This design comes from an exercise in tuning for small area on the open sky130 flow, not from production work. Only the layout flow was run in this run; the RTL was not checked for function there. No activity file was given, so power comes from the tool's default toggle rates.

===== flow/run.sh =====
#!/bin/bash
# synth_recipe.tcl (not shown) runs the flow's synth.tcl, then flattens the netlist and writes it again
# the make line also repeats each setting of config.mk as NAME=value (left out here)
make -C /OpenROAD-flow-scripts/flow DESIGN_CONFIG=/design/flow/config.mk WORK_HOME=/design/flow/orfs CLKGATE_MAP_FILE= SYNTH_SCRIPT=/design/flow/synth_recipe.tcl finish

===== flow/config.mk =====
export PLATFORM = sky130hd
export DESIGN_NAME = poly_top
export DESIGN_NICKNAME = poly_top
export VERILOG_FILES = /design/flow/design.v
export SDC_FILE = /design/flow/constraint.sdc
export NUM_CORES = 4
export LEC_CHECK = 0
export CAP_MARGIN = 20
export CORE_MARGIN = 2
export CORE_UTILIZATION = 40
export SLEW_MARGIN = 20

===== flow/constraint.sdc =====
create_clock -name core_clock -period 9.0 [get_ports {clk}]
set_input_delay 1.8000 -clock core_clock [delete_from_list [all_inputs] [get_ports {clk}]]
set_output_delay 1.8000 -clock core_clock [all_outputs]
set_load 0.01 [all_outputs]

===== flow/design.v =====
module Multiplier (
	input wire [29:0] u,
	output wire [30:0] sq
);
	wire n1 = u[1] & ~u[0];
	wire n2 = u[0] & u[1];
	wire n3 = u[2] & ~u[1];
	wire n4 = u[1] & u[2];
	wire n5 = u[3] & ~u[2];
	wire n6 = u[2] & u[3];
	wire n7 = u[4] & ~u[3];
	wire n8 = u[3] & u[4];
	wire n9 = u[5] & ~u[4];
	wire n10 = u[4] & u[5];
	wire n11 = u[6] & ~u[5];
	wire n12 = u[5] & u[6];
	wire n13 = u[7] & ~u[6];
	wire n14 = u[6] & u[7];
	wire n15 = u[8] & ~u[7];
	wire n16 = u[7] & u[8];
	wire n17 = u[9] & ~u[8];
	wire n18 = u[8] & u[9];
	wire n19 = u[10] & ~u[9];
	wire n20 = u[9] & u[10];
	wire n21 = u[11] & ~u[10];
	wire n22 = u[10] & u[11];
	wire n23 = u[12] & ~u[11];
	wire n24 = u[11] & u[12];
	wire n25 = u[13] & ~u[12];
	wire n26 = u[12] & u[13];
	wire n27 = u[14] & ~u[13];
	wire n28 = u[13] & u[14];
	wire n29 = u[15] & ~u[14];
	wire n30 = u[0] & u[2];
	wire n31 = u[0] & u[3];
	wire n32 = u[0] & u[4];
	wire n33 = u[0] & u[5];
	wire n34 = u[0] & u[6];
	wire n35 = u[0] & u[7];
	wire n36 = u[0] & u[8];
	wire n37 = u[0] & u[9];
	wire n38 = u[0] & u[10];
	wire n39 = u[0] & u[11];
	wire n40 = u[0] & u[12];
	wire n41 = u[0] & u[13];
	wire n42 = u[0] & u[14];
	wire n43 = u[0] & u[15];
	wire n44 = u[0] & u[16];
	wire n45 = u[0] & u[17];
	wire n46 = u[0] & u[18];
	wire n47 = u[0] & u[19];
	wire n48 = u[0] & u[20];
	wire n49 = u[0] & u[21];
	wire n50 = u[0] & u[22];
	wire n51 = u[0] & u[23];
	wire n52 = u[0] & u[24];
	wire n53 = u[0] & u[25];
	wire n54 = u[0] & u[26];
	wire n55 = u[0] & u[27];
	wire n56 = u[0] & u[28];
	wire n57 = u[0] & u[29];
	wire n58 = u[1] & u[3];
	wire n59 = u[1] & u[4];
	wire n60 = u[1] & u[5];
	wire n61 = u[1] & u[6];
	wire n62 = u[1] & u[7];
	wire n63 = u[1] & u[8];
	wire n64 = u[1] & u[9];
	wire n65 = u[1] & u[10];
	wire n66 = u[1] & u[11];
	wire n67 = u[1] & u[12];
	wire n68 = u[1] & u[13];
	wire n69 = u[1] & u[14];
	wire n70 = u[1] & u[15];
	wire n71 = u[1] & u[16];
	wire n72 = u[1] & u[17];
	wire n73 = u[1] & u[18];
	wire n74 = u[1] & u[19];
	wire n75 = u[1] & u[20];
	wire n76 = u[1] & u[21];
	wire n77 = u[1] & u[22];
	wire n78 = u[1] & u[23];
	wire n79 = u[1] & u[24];
	wire n80 = u[1] & u[25];
	wire n81 = u[1] & u[26];
	wire n82 = u[1] & u[27];
	wire n83 = u[1] & u[28];
	wire n84 = u[2] & u[4];
	wire n85 = u[2] & u[5];
	wire n86 = u[2] & u[6];
	wire n87 = u[2] & u[7];
	wire n88 = u[2] & u[8];
	wire n89 = u[2] & u[9];
	wire n90 = u[2] & u[10];
	wire n91 = u[2] & u[11];
	wire n92 = u[2] & u[12];
	wire n93 = u[2] & u[13];
	wire n94 = u[2] & u[14];
	wire n95 = u[2] & u[15];
	wire n96 = u[2] & u[16];
	wire n97 = u[2] & u[17];
	wire n98 = u[2] & u[18];
	wire n99 = u[2] & u[19];
	wire n100 = u[2] & u[20];
	wire n101 = u[2] & u[21];
	wire n102 = u[2] & u[22];
	wire n103 = u[2] & u[23];
	wire n104 = u[2] & u[24];
	wire n105 = u[2] & u[25];
	wire n106 = u[2] & u[26];
	wire n107 = u[2] & u[27];
	wire n108 = u[3] & u[5];
	wire n109 = u[3] & u[6];
	wire n110 = u[3] & u[7];
	wire n111 = u[3] & u[8];
	wire n112 = u[3] & u[9];
	wire n113 = u[3] & u[10];
	wire n114 = u[3] & u[11];
	wire n115 = u[3] & u[12];
	wire n116 = u[3] & u[13];
	wire n117 = u[3] & u[14];
	wire n118 = u[3] & u[15];
	wire n119 = u[3] & u[16];
	wire n120 = u[3] & u[17];
	wire n121 = u[3] & u[18];
	wire n122 = u[3] & u[19];
	wire n123 = u[3] & u[20];
	wire n124 = u[3] & u[21];
	wire n125 = u[3] & u[22];
	wire n126 = u[3] & u[23];
	wire n127 = u[3] & u[24];
	wire n128 = u[3] & u[25];
	wire n129 = u[3] & u[26];
	wire n130 = u[4] & u[6];
	wire n131 = u[4] & u[7];
	wire n132 = u[4] & u[8];
	wire n133 = u[4] & u[9];
	wire n134 = u[4] & u[10];
	wire n135 = u[4] & u[11];
	wire n136 = u[4] & u[12];
	wire n137 = u[4] & u[13];
	wire n138 = u[4] & u[14];
	wire n139 = u[4] & u[15];
	wire n140 = u[4] & u[16];
	wire n141 = u[4] & u[17];
	wire n142 = u[4] & u[18];
	wire n143 = u[4] & u[19];
	wire n144 = u[4] & u[20];
	wire n145 = u[4] & u[21];
	wire n146 = u[4] & u[22];
	wire n147 = u[4] & u[23];
	wire n148 = u[4] & u[24];
	wire n149 = u[4] & u[25];
	wire n150 = u[5] & u[7];
	wire n151 = u[5] & u[8];
	wire n152 = u[5] & u[9];
	wire n153 = u[5] & u[10];
	wire n154 = u[5] & u[11];
	wire n155 = u[5] & u[12];
	wire n156 = u[5] & u[13];
	wire n157 = u[5] & u[14];
	wire n158 = u[5] & u[15];
	wire n159 = u[5] & u[16];
	wire n160 = u[5] & u[17];
	wire n161 = u[5] & u[18];
	wire n162 = u[5] & u[19];
	wire n163 = u[5] & u[20];
	wire n164 = u[5] & u[21];
	wire n165 = u[5] & u[22];
	wire n166 = u[5] & u[23];
	wire n167 = u[5] & u[24];
	wire n168 = u[6] & u[8];
	wire n169 = u[6] & u[9];
	wire n170 = u[6] & u[10];
	wire n171 = u[6] & u[11];
	wire n172 = u[6] & u[12];
	wire n173 = u[6] & u[13];
	wire n174 = u[6] & u[14];
	wire n175 = u[6] & u[15];
	wire n176 = u[6] & u[16];
	wire n177 = u[6] & u[17];
	wire n178 = u[6] & u[18];
	wire n179 = u[6] & u[19];
	wire n180 = u[6] & u[20];
	wire n181 = u[6] & u[21];
	wire n182 = u[6] & u[22];
	wire n183 = u[6] & u[23];
	wire n184 = u[7] & u[9];
	wire n185 = u[7] & u[10];
	wire n186 = u[7] & u[11];
	wire n187 = u[7] & u[12];
	wire n188 = u[7] & u[13];
	wire n189 = u[7] & u[14];
	wire n190 = u[7] & u[15];
	wire n191 = u[7] & u[16];
	wire n192 = u[7] & u[17];
	wire n193 = u[7] & u[18];
	wire n194 = u[7] & u[19];
	wire n195 = u[7] & u[20];
	wire n196 = u[7] & u[21];
	wire n197 = u[7] & u[22];
	wire n198 = u[8] & u[10];
	wire n199 = u[8] & u[11];
	wire n200 = u[8] & u[12];
	wire n201 = u[8] & u[13];
	wire n202 = u[8] & u[14];
	wire n203 = u[8] & u[15];
	wire n204 = u[8] & u[16];
	wire n205 = u[8] & u[17];
	wire n206 = u[8] & u[18];
	wire n207 = u[8] & u[19];
	wire n208 = u[8] & u[20];
	wire n209 = u[8] & u[21];
	wire n210 = u[9] & u[11];
	wire n211 = u[9] & u[12];
	wire n212 = u[9] & u[13];
	wire n213 = u[9] & u[14];
	wire n214 = u[9] & u[15];
	wire n215 = u[9] & u[16];
	wire n216 = u[9] & u[17];
	wire n217 = u[9] & u[18];
	wire n218 = u[9] & u[19];
	wire n219 = u[9] & u[20];
	wire n220 = u[10] & u[12];
	wire n221 = u[10] & u[13];
	wire n222 = u[10] & u[14];
	wire n223 = u[10] & u[15];
	wire n224 = u[10] & u[16];
	wire n225 = u[10] & u[17];
	wire n226 = u[10] & u[18];
	wire n227 = u[10] & u[19];
	wire n228 = u[11] & u[13];
	wire n229 = u[11] & u[14];
	wire n230 = u[11] & u[15];
	wire n231 = u[11] & u[16];
	wire n232 = u[11] & u[17];
	wire n233 = u[11] & u[18];
	wire n234 = u[12] & u[14];
	wire n235 = u[12] & u[15];
	wire n236 = u[12] & u[16];
	wire n237 = u[12] & u[17];
	wire n238 = u[13] & u[15];
	wire n239 = u[13] & u[16];
	wire s240 = n26 ^ n54;
	wire c241 = n26 & n54;
	wire s242 = n27 ^ n55 ^ n81;
	wire c243 = (n27 & n55) | (n27 & n81) | (n55 & n81);
	wire s244 = n28 ^ n56 ^ n82;
	wire c245 = (n28 & n56) | (n28 & n82) | (n56 & n82);
	wire s246 = n106 ^ n128;
	wire c247 = n106 & n128;
	wire s248 = n29 ^ n57 ^ n83;
	wire c249 = (n29 & n57) | (n29 & n83) | (n57 & n83);
	wire s250 = n107 ^ n129 ^ n149;
	wire c251 = (n107 & n129) | (n107 & n149) | (n129 & n149);
	wire s252 = n18 ^ n46;
	wire c253 = n18 & n46;
	wire s254 = n19 ^ n47 ^ n73;
	wire c255 = (n19 & n47) | (n19 & n73) | (n47 & n73);
	wire s256 = n20 ^ n48 ^ n74;
	wire c257 = (n20 & n48) | (n20 & n74) | (n48 & n74);
	wire s258 = n98 ^ n120;
	wire c259 = n98 & n120;
	wire s260 = n21 ^ n49 ^ n75;
	wire c261 = (n21 & n49) | (n21 & n75) | (n49 & n75);
	wire s262 = n99 ^ n121 ^ n141;
	wire c263 = (n99 & n121) | (n99 & n141) | (n121 & n141);
	wire s264 = n22 ^ n50 ^ n76;
	wire c265 = (n22 & n50) | (n22 & n76) | (n50 & n76);
	wire s266 = n100 ^ n122 ^ n142;
	wire c267 = (n100 & n122) | (n100 & n142) | (n122 & n142);
	wire s268 = n160 ^ n176;
	wire c269 = n160 & n176;
	wire s270 = n23 ^ n51 ^ n77;
	wire c271 = (n23 & n51) | (n23 & n77) | (n51 & n77);
	wire s272 = n101 ^ n123 ^ n143;
	wire c273 = (n101 & n123) | (n101 & n143) | (n123 & n143);
	wire s274 = n161 ^ n177 ^ n191;
	wire c275 = (n161 & n177) | (n161 & n191) | (n177 & n191);
	wire s276 = n24 ^ n52 ^ n78;
	wire c277 = (n24 & n52) | (n24 & n78) | (n52 & n78);
	wire s278 = n102 ^ n124 ^ n144;
	wire c279 = (n102 & n124) | (n102 & n144) | (n124 & n144);
	wire s280 = n162 ^ n178 ^ n192;
	wire c281 = (n162 & n178) | (n162 & n192) | (n178 & n192);
	wire s282 = n204 ^ n214;
	wire c283 = n204 & n214;
	wire s284 = n25 ^ n53 ^ n79;
	wire c285 = (n25 & n53) | (n25 & n79) | (n53 & n79);
	wire s286 = n103 ^ n125 ^ n145;
	wire c287 = (n103 & n125) | (n103 & n145) | (n125 & n145);
	wire s288 = n163 ^ n179 ^ n193;
	wire c289 = (n163 & n179) | (n163 & n193) | (n179 & n193);
	wire s290 = n205 ^ n215 ^ n223;
	wire c291 = (n205 & n215) | (n205 & n223) | (n215 & n223);
	wire s292 = n80 ^ n104 ^ n126;
	wire c293 = (n80 & n104) | (n80 & n126) | (n104 & n126);
	wire s294 = n146 ^ n164 ^ n180;
	wire c295 = (n146 & n164) | (n146 & n180) | (n164 & n180);
	wire s296 = n194 ^ n206 ^ n216;
	wire c297 = (n194 & n206) | (n194 & n216) | (n206 & n216);
	wire s298 = n224 ^ n230 ^ n234;
	wire c299 = (n224 & n230) | (n224 & n234) | (n230 & n234);
	wire s300 = n105 ^ n127 ^ n147;
	wire c301 = (n105 & n127) | (n105 & n147) | (n127 & n147);
	wire s302 = n165 ^ n181 ^ n195;
	wire c303 = (n165 & n181) | (n165 & n195) | (n181 & n195);
	wire s304 = n207 ^ n217 ^ n225;
	wire c305 = (n207 & n217) | (n207 & n225) | (n217 & n225);
	wire s306 = n231 ^ n235 ^ c241;
	wire c307 = (n231 & n235) | (n231 & c241) | (n235 & c241);
	wire s308 = n148 ^ n166 ^ n182;
	wire c309 = (n148 & n166) | (n148 & n182) | (n166 & n182);
	wire s310 = n196 ^ n208 ^ n218;
	wire c311 = (n196 & n208) | (n196 & n218) | (n208 & n218);
	wire s312 = n226 ^ n232 ^ n236;
	wire c313 = (n226 & n232) | (n226 & n236) | (n232 & n236);
	wire s314 = n238 ^ c243 ^ s244;
	wire c315 = (n238 & c243) | (n238 & s244) | (c243 & s244);
	wire s316 = n167 ^ n183 ^ n197;
	wire c317 = (n167 & n183) | (n167 & n197) | (n183 & n197);
	wire s318 = n209 ^ n219 ^ n227;
	wire c319 = (n209 & n219) | (n209 & n227) | (n219 & n227);
	wire s320 = n233 ^ n237 ^ n239;
	wire c321 = (n233 & n237) | (n233 & n239) | (n237 & n239);
	wire s322 = c245 ^ c247 ^ s248;
	wire c323 = (c245 & c247) | (c245 & s248) | (c247 & s248);
	wire s324 = n12 ^ n40;
	wire c325 = n12 & n40;
	wire s326 = n13 ^ n41 ^ n67;
	wire c327 = (n13 & n41) | (n13 & n67) | (n41 & n67);
	wire s328 = n14 ^ n42 ^ n68;
	wire c329 = (n14 & n42) | (n14 & n68) | (n42 & n68);
	wire s330 = n92 ^ n114;
	wire c331 = n92 & n114;
	wire s332 = n15 ^ n43 ^ n69;
	wire c333 = (n15 & n43) | (n15 & n69) | (n43 & n69);
	wire s334 = n93 ^ n115 ^ n135;
	wire c335 = (n93 & n115) | (n93 & n135) | (n115 & n135);
	wire s336 = n16 ^ n44 ^ n70;
	wire c337 = (n16 & n44) | (n16 & n70) | (n44 & n70);
	wire s338 = n94 ^ n116 ^ n136;
	wire c339 = (n94 & n116) | (n94 & n136) | (n116 & n136);
	wire s340 = n154 ^ n170;
	wire c341 = n154 & n170;
	wire s342 = n17 ^ n45 ^ n71;
	wire c343 = (n17 & n45) | (n17 & n71) | (n45 & n71);
	wire s344 = n95 ^ n117 ^ n137;
	wire c345 = (n95 & n117) | (n95 & n137) | (n117 & n137);
	wire s346 = n155 ^ n171 ^ n185;
	wire c347 = (n155 & n171) | (n155 & n185) | (n171 & n185);
	wire s348 = n72 ^ n96 ^ n118;
	wire c349 = (n72 & n96) | (n72 & n118) | (n96 & n118);
	wire s350 = n138 ^ n156 ^ n172;
	wire c351 = (n138 & n156) | (n138 & n172) | (n156 & n172);
	wire s352 = n186 ^ n198 ^ s252;
	wire c353 = (n186 & n198) | (n186 & s252) | (n198 & s252);
	wire s354 = n97 ^ n119 ^ n139;
	wire c355 = (n97 & n119) | (n97 & n139) | (n119 & n139);
	wire s356 = n157 ^ n173 ^ n187;
	wire c357 = (n157 & n173) | (n157 & n187) | (n173 & n187);
	wire s358 = n199 ^ c253 ^ s254;
	wire c359 = (n199 & c253) | (n199 & s254) | (c253 & s254);
	wire s360 = n140 ^ n158 ^ n174;
	wire c361 = (n140 & n158) | (n140 & n174) | (n158 & n174);
	wire s362 = n188 ^ n200 ^ n210;
	wire c363 = (n188 & n200) | (n188 & n210) | (n200 & n210);
	wire s364 = c255 ^ s256 ^ s258;
	wire c365 = (c255 & s256) | (c255 & s258) | (s256 & s258);
	wire s366 = n159 ^ n175 ^ n189;
	wire c367 = (n159 & n175) | (n159 & n189) | (n175 & n189);
	wire s368 = n201 ^ n211 ^ c257;
	wire c369 = (n201 & n211) | (n201 & c257) | (n211 & c257);
	wire s370 = c259 ^ s260 ^ s262;
	wire c371 = (c259 & s260) | (c259 & s262) | (s260 & s262);
	wire s372 = n190 ^ n202 ^ n212;
	wire c373 = (n190 & n202) | (n190 & n212) | (n202 & n212);
	wire s374 = n220 ^ c261 ^ c263;
	wire c375 = (n220 & c261) | (n220 & c263) | (c261 & c263);
	wire s376 = s264 ^ s266 ^ s268;
	wire c377 = (s264 & s266) | (s264 & s268) | (s266 & s268);
	wire s378 = n203 ^ n213 ^ n221;
	wire c379 = (n203 & n213) | (n203 & n221) | (n213 & n221);
	wire s380 = c265 ^ c267 ^ c269;
	wire c381 = (c265 & c267) | (c265 & c269) | (c267 & c269);
	wire s382 = s270 ^ s272 ^ s274;
	wire c383 = (s270 & s272) | (s270 & s274) | (s272 & s274);
	wire s384 = n222 ^ n228 ^ c271;
	wire c385 = (n222 & n228) | (n222 & c271) | (n228 & c271);
	wire s386 = c273 ^ c275 ^ s276;
	wire c387 = (c273 & c275) | (c273 & s276) | (c275 & s276);
	wire s388 = s278 ^ s280 ^ s282;
	wire c389 = (s278 & s280) | (s278 & s282) | (s280 & s282);
	wire s390 = n229 ^ c277 ^ c279;
	wire c391 = (n229 & c277) | (n229 & c279) | (c277 & c279);
	wire s392 = c281 ^ c283 ^ s284;
	wire c393 = (c281 & c283) | (c281 & s284) | (c283 & s284);
	wire s394 = s286 ^ s288 ^ s290;
	wire c395 = (s286 & s288) | (s286 & s290) | (s288 & s290);
	wire s396 = s240 ^ c285 ^ c287;
	wire c397 = (s240 & c285) | (s240 & c287) | (c285 & c287);
	wire s398 = c289 ^ c291 ^ s292;
	wire c399 = (c289 & c291) | (c289 & s292) | (c291 & s292);
	wire s400 = s294 ^ s296 ^ s298;
	wire c401 = (s294 & s296) | (s294 & s298) | (s296 & s298);
	wire s402 = s242 ^ c293 ^ c295;
	wire c403 = (s242 & c293) | (s242 & c295) | (c293 & c295);
	wire s404 = c297 ^ c299 ^ s300;
	wire c405 = (c297 & c299) | (c297 & s300) | (c299 & s300);
	wire s406 = s302 ^ s304 ^ s306;
	wire c407 = (s302 & s304) | (s302 & s306) | (s304 & s306);
	wire s408 = s246 ^ c301 ^ c303;
	wire c409 = (s246 & c301) | (s246 & c303) | (c301 & c303);
	wire s410 = c305 ^ c307 ^ s308;
	wire c411 = (c305 & c307) | (c305 & s308) | (c307 & s308);
	wire s412 = s310 ^ s312 ^ s314;
	wire c413 = (s310 & s312) | (s310 & s314) | (s312 & s314);
	wire s414 = s250 ^ c309 ^ c311;
	wire c415 = (s250 & c309) | (s250 & c311) | (c309 & c311);
	wire s416 = c313 ^ c315 ^ s316;
	wire c417 = (c313 & c315) | (c313 & s316) | (c315 & s316);
	wire s418 = s318 ^ s320 ^ s322;
	wire c419 = (s318 & s320) | (s318 & s322) | (s320 & s322);
	wire s420 = n8 ^ n36;
	wire c421 = n8 & n36;
	wire s422 = n9 ^ n37 ^ n63;
	wire c423 = (n9 & n37) | (n9 & n63) | (n37 & n63);
	wire s424 = n10 ^ n38 ^ n64;
	wire c425 = (n10 & n38) | (n10 & n64) | (n38 & n64);
	wire s426 = n88 ^ n110;
	wire c427 = n88 & n110;
	wire s428 = n11 ^ n39 ^ n65;
	wire c429 = (n11 & n39) | (n11 & n65) | (n39 & n65);
	wire s430 = n89 ^ n111 ^ n131;
	wire c431 = (n89 & n111) | (n89 & n131) | (n111 & n131);
	wire s432 = n66 ^ n90 ^ n112;
	wire c433 = (n66 & n90) | (n66 & n112) | (n90 & n112);
	wire s434 = n132 ^ n150 ^ s324;
	wire c435 = (n132 & n150) | (n132 & s324) | (n150 & s324);
	wire s436 = n91 ^ n113 ^ n133;
	wire c437 = (n91 & n113) | (n91 & n133) | (n113 & n133);
	wire s438 = n151 ^ c325 ^ s326;
	wire c439 = (n151 & c325) | (n151 & s326) | (c325 & s326);
	wire s440 = n134 ^ n152 ^ n168;
	wire c441 = (n134 & n152) | (n134 & n168) | (n152 & n168);
	wire s442 = c327 ^ s328 ^ s330;
	wire c443 = (c327 & s328) | (c327 & s330) | (s328 & s330);
	wire s444 = n153 ^ n169 ^ c329;
	wire c445 = (n153 & n169) | (n153 & c329) | (n169 & c329);
	wire s446 = c331 ^ s332 ^ s334;
	wire c447 = (c331 & s332) | (c331 & s334) | (s332 & s334);
	wire s448 = n184 ^ c333 ^ c335;
	wire c449 = (n184 & c333) | (n184 & c335) | (c333 & c335);
	wire s450 = s336 ^ s338 ^ s340;
	wire c451 = (s336 & s338) | (s336 & s340) | (s338 & s340);
	wire s452 = c337 ^ c339 ^ c341;
	wire c453 = (c337 & c339) | (c337 & c341) | (c339 & c341);
	wire s454 = s342 ^ s344 ^ s346;
	wire c455 = (s342 & s344) | (s342 & s346) | (s344 & s346);
	wire s456 = c343 ^ c345 ^ c347;
	wire c457 = (c343 & c345) | (c343 & c347) | (c345 & c347);
	wire s458 = s348 ^ s350 ^ s352;
	wire c459 = (s348 & s350) | (s348 & s352) | (s350 & s352);
	wire s460 = c349 ^ c351 ^ c353;
	wire c461 = (c349 & c351) | (c349 & c353) | (c351 & c353);
	wire s462 = s354 ^ s356 ^ s358;
	wire c463 = (s354 & s356) | (s354 & s358) | (s356 & s358);
	wire s464 = c355 ^ c357 ^ c359;
	wire c465 = (c355 & c357) | (c355 & c359) | (c357 & c359);
	wire s466 = s360 ^ s362 ^ s364;
	wire c467 = (s360 & s362) | (s360 & s364) | (s362 & s364);
	wire s468 = c361 ^ c363 ^ c365;
	wire c469 = (c361 & c363) | (c361 & c365) | (c363 & c365);
	wire s470 = s366 ^ s368 ^ s370;
	wire c471 = (s366 & s368) | (s366 & s370) | (s368 & s370);
	wire s472 = c367 ^ c369 ^ c371;
	wire c473 = (c367 & c369) | (c367 & c371) | (c369 & c371);
	wire s474 = s372 ^ s374 ^ s376;
	wire c475 = (s372 & s374) | (s372 & s376) | (s374 & s376);
	wire s476 = c373 ^ c375 ^ c377;
	wire c477 = (c373 & c375) | (c373 & c377) | (c375 & c377);
	wire s478 = s378 ^ s380 ^ s382;
	wire c479 = (s378 & s380) | (s378 & s382) | (s380 & s382);
	wire s480 = c379 ^ c381 ^ c383;
	wire c481 = (c379 & c381) | (c379 & c383) | (c381 & c383);
	wire s482 = s384 ^ s386 ^ s388;
	wire c483 = (s384 & s386) | (s384 & s388) | (s386 & s388);
	wire s484 = c385 ^ c387 ^ c389;
	wire c485 = (c385 & c387) | (c385 & c389) | (c387 & c389);
	wire s486 = s390 ^ s392 ^ s394;
	wire c487 = (s390 & s392) | (s390 & s394) | (s392 & s394);
	wire s488 = c391 ^ c393 ^ c395;
	wire c489 = (c391 & c393) | (c391 & c395) | (c393 & c395);
	wire s490 = s396 ^ s398 ^ s400;
	wire c491 = (s396 & s398) | (s396 & s400) | (s398 & s400);
	wire s492 = c397 ^ c399 ^ c401;
	wire c493 = (c397 & c399) | (c397 & c401) | (c399 & c401);
	wire s494 = s402 ^ s404 ^ s406;
	wire c495 = (s402 & s404) | (s402 & s406) | (s404 & s406);
	wire s496 = c403 ^ c405 ^ c407;
	wire c497 = (c403 & c405) | (c403 & c407) | (c405 & c407);
	wire s498 = s408 ^ s410 ^ s412;
	wire c499 = (s408 & s410) | (s408 & s412) | (s410 & s412);
	wire s500 = c409 ^ c411 ^ c413;
	wire c501 = (c409 & c411) | (c409 & c413) | (c411 & c413);
	wire s502 = s414 ^ s416 ^ s418;
	wire c503 = (s414 & s416) | (s414 & s418) | (s416 & s418);
	wire s504 = n6 ^ n34;
	wire c505 = n6 & n34;
	wire s506 = n7 ^ n35 ^ n61;
	wire c507 = (n7 & n35) | (n7 & n61) | (n35 & n61);
	wire s508 = n62 ^ n86 ^ n108;
	wire c509 = (n62 & n86) | (n62 & n108) | (n86 & n108);
	wire s510 = n87 ^ n109 ^ c421;
	wire c511 = (n87 & n109) | (n87 & c421) | (n109 & c421);
	wire s512 = n130 ^ c423 ^ s424;
	wire c513 = (n130 & c423) | (n130 & s424) | (c423 & s424);
	wire s514 = c425 ^ c427 ^ s428;
	wire c515 = (c425 & c427) | (c425 & s428) | (c427 & s428);
	wire s516 = c429 ^ c431 ^ s432;
	wire c517 = (c429 & c431) | (c429 & s432) | (c431 & s432);
	wire s518 = c433 ^ c435 ^ s436;
	wire c519 = (c433 & c435) | (c433 & s436) | (c435 & s436);
	wire s520 = c437 ^ c439 ^ s440;
	wire c521 = (c437 & c439) | (c437 & s440) | (c439 & s440);
	wire s522 = c441 ^ c443 ^ s444;
	wire c523 = (c441 & c443) | (c441 & s444) | (c443 & s444);
	wire s524 = c445 ^ c447 ^ s448;
	wire c525 = (c445 & c447) | (c445 & s448) | (c447 & s448);
	wire s526 = c449 ^ c451 ^ s452;
	wire c527 = (c449 & c451) | (c449 & s452) | (c451 & s452);
	wire s528 = c453 ^ c455 ^ s456;
	wire c529 = (c453 & c455) | (c453 & s456) | (c455 & s456);
	wire s530 = c457 ^ c459 ^ s460;
	wire c531 = (c457 & c459) | (c457 & s460) | (c459 & s460);
	wire s532 = c461 ^ c463 ^ s464;
	wire c533 = (c461 & c463) | (c461 & s464) | (c463 & s464);
	wire s534 = c465 ^ c467 ^ s468;
	wire c535 = (c465 & c467) | (c465 & s468) | (c467 & s468);
	wire s536 = c469 ^ c471 ^ s472;
	wire c537 = (c469 & c471) | (c469 & s472) | (c471 & s472);
	wire s538 = c473 ^ c475 ^ s476;
	wire c539 = (c473 & c475) | (c473 & s476) | (c475 & s476);
	wire s540 = c477 ^ c479 ^ s480;
	wire c541 = (c477 & c479) | (c477 & s480) | (c479 & s480);
	wire s542 = c481 ^ c483 ^ s484;
	wire c543 = (c481 & c483) | (c481 & s484) | (c483 & s484);
	wire s544 = c485 ^ c487 ^ s488;
	wire c545 = (c485 & c487) | (c485 & s488) | (c487 & s488);
	wire s546 = c489 ^ c491 ^ s492;
	wire c547 = (c489 & c491) | (c489 & s492) | (c491 & s492);
	wire s548 = c493 ^ c495 ^ s496;
	wire c549 = (c493 & c495) | (c493 & s496) | (c495 & s496);
	wire s550 = c497 ^ c499 ^ s500;
	wire c551 = (c497 & c499) | (c497 & s500) | (c499 & s500);
	wire s552 = n4 ^ n32;
	wire c553 = n4 & n32;
	wire s554 = n5 ^ n33 ^ n59;
	wire c555 = (n5 & n33) | (n5 & n59) | (n33 & n59);
	wire s556 = n60 ^ n84 ^ s504;
	wire c557 = (n60 & n84) | (n60 & s504) | (n84 & s504);
	wire s558 = n85 ^ c505 ^ s506;
	wire c559 = (n85 & c505) | (n85 & s506) | (c505 & s506);
	wire s560 = s420 ^ c507 ^ s508;
	wire c561 = (s420 & c507) | (s420 & s508) | (c507 & s508);
	wire s562 = s422 ^ c509 ^ s510;
	wire c563 = (s422 & c509) | (s422 & s510) | (c509 & s510);
	wire s564 = s426 ^ c511 ^ s512;
	wire c565 = (s426 & c511) | (s426 & s512) | (c511 & s512);
	wire s566 = s430 ^ c513 ^ s514;
	wire c567 = (s430 & c513) | (s430 & s514) | (c513 & s514);
	wire s568 = s434 ^ c515 ^ s516;
	wire c569 = (s434 & c515) | (s434 & s516) | (c515 & s516);
	wire s570 = s438 ^ c517 ^ s518;
	wire c571 = (s438 & c517) | (s438 & s518) | (c517 & s518);
	wire s572 = s442 ^ c519 ^ s520;
	wire c573 = (s442 & c519) | (s442 & s520) | (c519 & s520);
	wire s574 = s446 ^ c521 ^ s522;
	wire c575 = (s446 & c521) | (s446 & s522) | (c521 & s522);
	wire s576 = s450 ^ c523 ^ s524;
	wire c577 = (s450 & c523) | (s450 & s524) | (c523 & s524);
	wire s578 = s454 ^ c525 ^ s526;
	wire c579 = (s454 & c525) | (s454 & s526) | (c525 & s526);
	wire s580 = s458 ^ c527 ^ s528;
	wire c581 = (s458 & c527) | (s458 & s528) | (c527 & s528);
	wire s582 = s462 ^ c529 ^ s530;
	wire c583 = (s462 & c529) | (s462 & s530) | (c529 & s530);
	wire s584 = s466 ^ c531 ^ s532;
	wire c585 = (s466 & c531) | (s466 & s532) | (c531 & s532);
	wire s586 = s470 ^ c533 ^ s534;
	wire c587 = (s470 & c533) | (s470 & s534) | (c533 & s534);
	wire s588 = s474 ^ c535 ^ s536;
	wire c589 = (s474 & c535) | (s474 & s536) | (c535 & s536);
	wire s590 = s478 ^ c537 ^ s538;
	wire c591 = (s478 & c537) | (s478 & s538) | (c537 & s538);
	wire s592 = s482 ^ c539 ^ s540;
	wire c593 = (s482 & c539) | (s482 & s540) | (c539 & s540);
	wire s594 = s486 ^ c541 ^ s542;
	wire c595 = (s486 & c541) | (s486 & s542) | (c541 & s542);
	wire s596 = s490 ^ c543 ^ s544;
	wire c597 = (s490 & c543) | (s490 & s544) | (c543 & s544);
	wire s598 = s494 ^ c545 ^ s546;
	wire c599 = (s494 & c545) | (s494 & s546) | (c545 & s546);
	wire s600 = s498 ^ c547 ^ s548;
	wire c601 = (s498 & c547) | (s498 & s548) | (c547 & s548);
	wire s602 = s502 ^ c549 ^ s550;
	wire c603 = (s502 & c549) | (s502 & s550) | (c549 & s550);
	wire s604 = n2 ^ n30;
	wire c605 = n2 & n30;
	wire s606 = n3 ^ n31 ^ c605;
	wire c607 = (n3 & n31) | (n3 & c605) | (n31 & c605);
	wire s608 = n58 ^ s552 ^ c607;
	wire c609 = (n58 & s552) | (n58 & c607) | (s552 & c607);
	wire s610 = c553 ^ s554 ^ c609;
	wire c611 = (c553 & s554) | (c553 & c609) | (s554 & c609);
	wire s612 = c555 ^ s556 ^ c611;
	wire c613 = (c555 & s556) | (c555 & c611) | (s556 & c611);
	wire s614 = c557 ^ s558 ^ c613;
	wire c615 = (c557 & s558) | (c557 & c613) | (s558 & c613);
	wire s616 = c559 ^ s560 ^ c615;
	wire c617 = (c559 & s560) | (c559 & c615) | (s560 & c615);
	wire s618 = c561 ^ s562 ^ c617;
	wire c619 = (c561 & s562) | (c561 & c617) | (s562 & c617);
	wire s620 = c563 ^ s564 ^ c619;
	wire c621 = (c563 & s564) | (c563 & c619) | (s564 & c619);
	wire s622 = c565 ^ s566 ^ c621;
	wire c623 = (c565 & s566) | (c565 & c621) | (s566 & c621);
	wire s624 = c567 ^ s568 ^ c623;
	wire c625 = (c567 & s568) | (c567 & c623) | (s568 & c623);
	wire s626 = c569 ^ s570 ^ c625;
	wire c627 = (c569 & s570) | (c569 & c625) | (s570 & c625);
	wire s628 = c571 ^ s572 ^ c627;
	wire c629 = (c571 & s572) | (c571 & c627) | (s572 & c627);
	wire s630 = c573 ^ s574 ^ c629;
	wire c631 = (c573 & s574) | (c573 & c629) | (s574 & c629);
	wire s632 = c575 ^ s576 ^ c631;
	wire c633 = (c575 & s576) | (c575 & c631) | (s576 & c631);
	wire s634 = c577 ^ s578 ^ c633;
	wire c635 = (c577 & s578) | (c577 & c633) | (s578 & c633);
	wire s636 = c579 ^ s580 ^ c635;
	wire c637 = (c579 & s580) | (c579 & c635) | (s580 & c635);
	wire s638 = c581 ^ s582 ^ c637;
	wire c639 = (c581 & s582) | (c581 & c637) | (s582 & c637);
	wire s640 = c583 ^ s584 ^ c639;
	wire c641 = (c583 & s584) | (c583 & c639) | (s584 & c639);
	wire s642 = c585 ^ s586 ^ c641;
	wire c643 = (c585 & s586) | (c585 & c641) | (s586 & c641);
	wire s644 = c587 ^ s588 ^ c643;
	wire c645 = (c587 & s588) | (c587 & c643) | (s588 & c643);
	wire s646 = c589 ^ s590 ^ c645;
	wire c647 = (c589 & s590) | (c589 & c645) | (s590 & c645);
	wire s648 = c591 ^ s592 ^ c647;
	wire c649 = (c591 & s592) | (c591 & c647) | (s592 & c647);
	wire s650 = c593 ^ s594 ^ c649;
	wire c651 = (c593 & s594) | (c593 & c649) | (s594 & c649);
	wire s652 = c595 ^ s596 ^ c651;
	wire c653 = (c595 & s596) | (c595 & c651) | (s596 & c651);
	wire s654 = c597 ^ s598 ^ c653;
	wire c655 = (c597 & s598) | (c597 & c653) | (s598 & c653);
	wire s656 = c599 ^ s600 ^ c655;
	wire c657 = (c599 & s600) | (c599 & c655) | (s600 & c655);
	wire s658 = c601 ^ s602 ^ c657;
	wire c659 = (c601 & s602) | (c601 & c657) | (s602 & c657);
	assign sq = {s658, s656, s654, s652, s650, s648, s646, s644, s642, s640, s638, s636, s634, s632, s630, s628, s626, s624, s622, s620, s618, s616, s614, s612, s610, s608, s606, s604, n1, 1'b0, u[0]};
endmodule
module Datapath (
	input wire clk,
	input wire [29:0] x,
	output wire [31:0] y
);
	reg [29:0] u0, u1;
	reg [29:0] r;
	wire [30:0] sq;
	Multiplier sqr (.u(u1), .sq(sq));
	always @(posedge clk) begin
		u0 <= x + 30'd1;
		u1 <= u0;
		r <= {sq[30:2], sq[0]};
	end
	assign y = {r[29:1], 1'b1, r[0], 1'b0};
endmodule
module Controller (
	input wire clk, rst, in_valid,
	output wire out_valid,
	output wire [1:0] state
);
	reg [1:0] q;
	always @(posedge clk) begin
		if (rst | ~in_valid) q <= 2'b00;
		else q <= {q[1] | q[0], q[1] | ~q[0]};
	end
	assign state = {q[1], q[0] & ~q[1]};
	assign out_valid = q[1] & q[0];
endmodule
module poly_top #(
	parameter a = 2,
	parameter b = 4,
	parameter c = 6,
	parameter data_width = 32
)
(
	input wire clk,rst,
	input wire [data_width-1:0] x,
	input wire in_valid,
	output wire [data_width-1:0] y,
	output wire out_valid,
	output wire [1:0] state
);
	Controller ctrl (.clk(clk), .rst(rst), .in_valid(in_valid), .out_valid(out_valid), .state(state));
	Datapath dtp (.clk(clk), .x(x[29:0]), .y(y));
endmodule

==> impl_results.html <==
<table>
<tr><th>Metric</th><th>Value</th></tr>
<tr><th colspan="2">Cells and area</th></tr>
<tr><td># fillers</td><td>about 2000</td></tr>
<tr><td>Ant diodes</td><td>0</td></tr>
<tr><td>Final design instance area without fill</td><td>0.0101 mm2</td></tr>
<tr><td>Nets</td><td>1138</td></tr>
<tr><td>Synthesis-to-finish area growth</td><td>17.4%</td></tr>
<tr><td>Share of cells above drive strength 1</td><td>10.6%</td></tr>
<tr><td>Highest-count cells in the layout ignoring fill and taps</td><td>164 x and2_1, 161 x inv_1, 156 x fa_1, 87 x dfxtp_1, 67 x nand2_1</td></tr>
<tr><td>Final cell count without fillers</td><td>1186</td></tr>
<tr><td>Most common cell after layout, fill and taps aside</td><td>and2_1</td></tr>
<tr><th colspan="2">Floorplan</th></tr>
<tr><td>Placeable core region</td><td>0.0211 mm2</td></tr>
<tr><td>Horizontal extent of the die</td><td>around 150 um</td></tr>
<tr><td>Number of placement rows</td><td>53</td></tr>
<tr><td>Initial core utilization</td><td>40.9%</td></tr>
<tr><td>Number of ports placed on the die boundary</td><td>70</td></tr>
<tr><td>Die Y</td><td>151 um</td></tr>
<tr><td>Die area</td><td>~0.023 mm2</td></tr>
<tr><th colspan="2">Route</th></tr>
<tr><td>Wire length after detailed routing</td><td>18.6 mm</td></tr>
<tr><td>DRT antenna net count</td><td>0</td></tr>
<tr><td>WL per Instance</td><td>15.7 um</td></tr>
<tr><td>Number of design-rule violations left by the first detailed-router iteration</td><td>approximately 280</td></tr>
<tr><td>Per-cell via count in the routed design</td><td>4.60</td></tr>
<tr><td>DRC violations left</td><td>0</td></tr>
<tr><td>Length of the first detailed-routing pass in iterations</td><td>5</td></tr>
<tr><td>Via count</td><td>5454</td></tr>
<tr><th colspan="2">Setup path</th></tr>
<tr><td>Dominant delay contributor by cell family on the critical path</td><td>adder cells</td></tr>
<tr><td>Endpoint required time on the critical path</td><td>around 9200 ps</td></tr>
<tr><td>Crit path max-delay cell type</td><td>fa_1</td></tr>
<tr><td>Largest fanout on the critical path</td><td>8</td></tr>
<tr><td>Most numerous cell on the critical path</td><td>fa_2</td></tr>
<tr><td>Worst path bufs/invs</td><td>2</td></tr>
<tr><td>WS Path Type</td><td>register to register</td></tr>
<tr><td>Arrival time of the worst setup path</td><td>10730 ps</td></tr>
<tr><td>Longest individual stage delay on the worst path</td><td>490 ps</td></tr>
<tr><td>Crit end category</td><td>register</td></tr>
<tr><td>Type of origin of the critical path</td><td>register</td></tr>
<tr><th colspan="2">Clock network</th></tr>
<tr><td>CTS max path bufs</td><td>2</td></tr>
<tr><td>TritonCTS clock tree</td><td>done</td></tr>
<tr><td>Sink count of the clock tree</td><td>about 90</td></tr>
<tr><td>H-tree levels</td><td>3</td></tr>
<tr><td>Clock insertion delay at the later pin of the skew report</td><td>360 ps</td></tr>
<tr><td>Clock-pin slew reported for the worst setup and hold paths after clock tree synthesis</td><td>80 ps</td></tr>
<tr><td>Root buffer cell</td><td>clkbuf_16</td></tr>
<tr><td>Total clock buffers created by CTS</td><td>9</td></tr>
<tr><th colspan="2">Yosys</th></tr>
<tr><td>Cell Area, Synth</td><td>about 0.0086 mm2</td></tr>
<tr><td>Syn Nets</td><td>~1100</td></tr>
<tr><td>Area fraction of the dominant cell type after synthesis</td><td>42.2%</td></tr>
<tr><td>Synth area leaders</td><td>fa_1 42%, dfxtp_1 21%, and2_1 12%</td></tr>
<tr><td>Post-synthesis sequential area ratio</td><td>a little over a fifth</td></tr>
<tr><td>Top cell type by total area after synthesis</td><td>fa_1</td></tr>
<tr><td>Yosys Warn Count</td><td>2</td></tr>
<tr><td>Avg Synthesized Cell Area</td><td>roughly 10 um2</td></tr>
<tr><td>Register bit count reported by yosys</td><td>92</td></tr>
<tr><td>Number of distinct library cells after synthesis</td><td>28</td></tr>
<tr><td>Cells after Synth</td><td>837</td></tr>
<tr><th colspan="2">STA</th></tr>
<tr><td>Sum of negative setup slack</td><td>-2550 ps</td></tr>
<tr><td>Minimum clock period after layout</td><td>10500 ps</td></tr>
<tr><td>Number of hold violations in the final report</td><td>0</td></tr>
<tr><td>Transition time at the pin with the least slew margin</td><td>527 ps</td></tr>
<tr><td>Post-route fraction of the period consumed by the critical path</td><td>117%</td></tr>
<tr><td>Fin. max-slew vios</td><td>0</td></tr>
<tr><td>Setup repair after global routing missed its margin</td><td>yes</td></tr>
<tr><td>Final count of negative-setup-slack endpoints</td><td>3</td></tr>
<tr><td>Maximum achievable frequency</td><td>0.0953 GHz</td></tr>
<tr><td>Setup skew after layout</td><td>13.1 ps</td></tr>
<tr><td>Post-route worst setup slack</td><td>-1500 ps</td></tr>
<tr><td>Max-Slew Margin vs Limit</td><td>64.8%</td></tr>
<tr><th colspan="2">Run</th></tr>
<tr><td>Maxcap violations</td><td>0</td></tr>
<tr><th colspan="2">Min path</th></tr>
<tr><td>Type of the tightest min-delay check</td><td>register to register</td></tr>
<tr><th colspan="2">Global routing</th></tr>
<tr><td>Total global-route track usage</td><td>18.2%</td></tr>
<tr><td>Antenna violations before repair</td><td>0</td></tr>
<tr><td>Global route total overflow</td><td>0</td></tr>
<tr><td>Maximum number of pins on one net before global-route repair</td><td>24</td></tr>
<tr><td>Vias in the first global route</td><td>5883</td></tr>
<tr><td>First-pass GRT wire length</td><td>30.9 mm</td></tr>
<tr><th colspan="2">Power and ir drop</th></tr>
<tr><td>Worst-case vdd ir drop</td><td>0.144 mV</td></tr>
<tr><td>Leakage</td><td>4.48 nW</td></tr>
<tr><td>Power per cell area</td><td>between 200 and 300 mW/mm2</td></tr>
<tr><th colspan="2">Placement</th></tr>
<tr><td>RD Place Congestion</td><td>0.812</td></tr>
<tr><td>Cell Count Post-Placement</td><td>approximately 1200</td></tr>
<tr><td>Count of port buffers added during placement</td><td>between 60 and 70</td></tr>
<tr><td>Placed wire-length estimate</td><td>14.0 mm</td></tr>
<tr><td>Area after detailed placement</td><td>0.00976 mm2</td></tr>
<tr><td>Worst slack at placement</td><td>-1700 ps</td></tr>
<tr><th colspan="2">Status</th></tr>
<tr><td>Blocking Checks</td><td>negative setup slack</td></tr>
<tr><td>Run status</td><td>failed layout checks</td></tr>
</table>
[path summary, 6_finish.rpt]
path                            depth (start not counted)         end  slack (ps)        from
worst max-delay path                                   33   dtp.r[29]       -1500   dtp.u1[0]
worst min register to register                          0  dtp.u1[19]         310  dtp.u0[19]
worst min-delay path                                    0  dtp.u1[19]         310  dtp.u0[19]
worst max register to register                         33   dtp.r[29]       -1500   dtp.u1[0]
[per-stage QoR]
stage / util [%] / hold slack (ps) / total power (W)
floorplan: - / 310 / 0.00173
global placement: 46.3 / 311 / 0.00226
detailed placement: 46.3 / 312 / 0.00228
CTS: 47.9 / 316 / 0.00270
global route: 48.0 / 312 / 0.00291
finish: 48.0 / 313 / 0.00259
[where the power goes]
part / switching, W / leakage (nW) / internal [W]
Combinational: 0.000805 / 3.55 / 0.000823
Clock: 0.000175 / 0.149 / 0.000232
Sequential: 0.0000341 / 0.777 / 0.000525
Total: 0.00101 / 4.48 / 0.00158
[worst reg2reg max path: cells and delay by family, from the launching register on]
family                     cells  cell delay [ps]
buffers and inverters          2               70
adders and majority gates     25             8930
DFF                            1              370
xor gates and xnor gates       5              880
and+or+nand+nor                1              150
[flip-flops by register name, summed over array words and instances (netlist names)]
register and flops:
dtp.u0 30, dtp.r 30, ctrl.q 2, dtp.u1 30
[synth_stat cells]
| master | instances |
|---|---|
| nand4_1 | 5 |
| xnor2_1 | 40 |
| nor2_1 | 7 |
| clkbuf_1 | 34 |
| nand3_1 | 11 |
| xor2_1 | 10 |
| nand3_2 | 1 |
| and2b_1 | 3 |
| nand2_1 | 67 |
| nand2b_1 | 4 |
| nor3_1 | 1 |
| buf_4 | 3 |
| conb_1 | 2 |
| xnor3_1 | 1 |
| nor3_4 | 2 |
| inv_1 | 164 |
| nand3_4 | 1 |
| nand2_2 | 3 |
| nor2b_1 | 9 |
| fa_1 | 182 |
| and3_1 | 5 |
| and2_1 | 167 |
| and4_1 | 2 |
| ha_1 | 15 |
| or2b_1 | 1 |
| dfxtp_1 | 92 |
| xnor2_2 | 4 |
| buf_2 | 1 |
[area by class of cell]
class                      count  area, um2  share of cell area (%)
multi-input combinational    543       6120                    60.4
tap                          275        344                    3.40
timing repair buffer          96        881                    8.70
inverter                     164        616                    6.08
clock inverter                 4       55.1                   0.543
clock buffer                  12        256                    2.53
sequential                    92       1860                    18.3
[what timing repair did]
| item | CTS | global route |
|---|---|---|
| setup buffers | 3 | 0 |
| setup endpoints to repair | 4 | 4 |
| pin swaps | 1 | 5 |
| gates resized for setup | 7 | 10 |
| hold buffers | 0 | 0 |
[kinds of logic (layout without fill, tap and decap cells)]
| group | after synthesis | count (layout) | synth area share [%] |
|---|---|---|---|
| buffers and inverters | 202 | 276 | 8.93 |
| AND/OR/NAND/NOR | 289 | 289 | 19.2 |
| adder cells (fa/ha/maj) | 197 | 197 | 44.4 |
| other | 2 | 2 | 0.0870 |
| XOR/XNOR | 55 | 55 | 6.09 |
| flip-flops | 92 | 92 | 21.3 |
[routing by layer]
metal	part of all wire, %	GRT usage (%)	vias up
li1	-	-	2515
met1	46	24.7	2805
met3	4.6	3.67	21
met5	0	0	-
met2	48	30.0	113
met4	1.9	4.49	0

==> static timing again, ports no longer ideal <==
How much do the figures lean on ideal ports? The routed layout below was timed once more, with nothing changed but the port constraints. Step 1 (the two cells are an assumption about what drives the block):
set clk [get_ports {clk}]
set_driving_cell -lib_cell sky130_fd_sc_hd__clkbuf_16 $clk
set_driving_cell -lib_cell sky130_fd_sc_hd__buf_2 [delete_from_list [all_inputs] $clk]
Step 2 moves the port delays by t, midway between the first and last clock arrival at a register: inputs arrive t later, outputs are due t later. That takes back most of the time a late clock gives input paths. Slacks: ideal ports / drivers / drivers and shift; pairs: ideal ports / drivers.
t, ns: 0.399
slack for setup (ns): -1.498 / -1.498 / -1.498
clock arrival spread, ns: 0.014 / 0.015
slew at the worst register clock pin (ns): 0.08 / 0.08
The setup slack of this run moves by 0.000 ns with the drivers and by 0.000 ns with both steps.
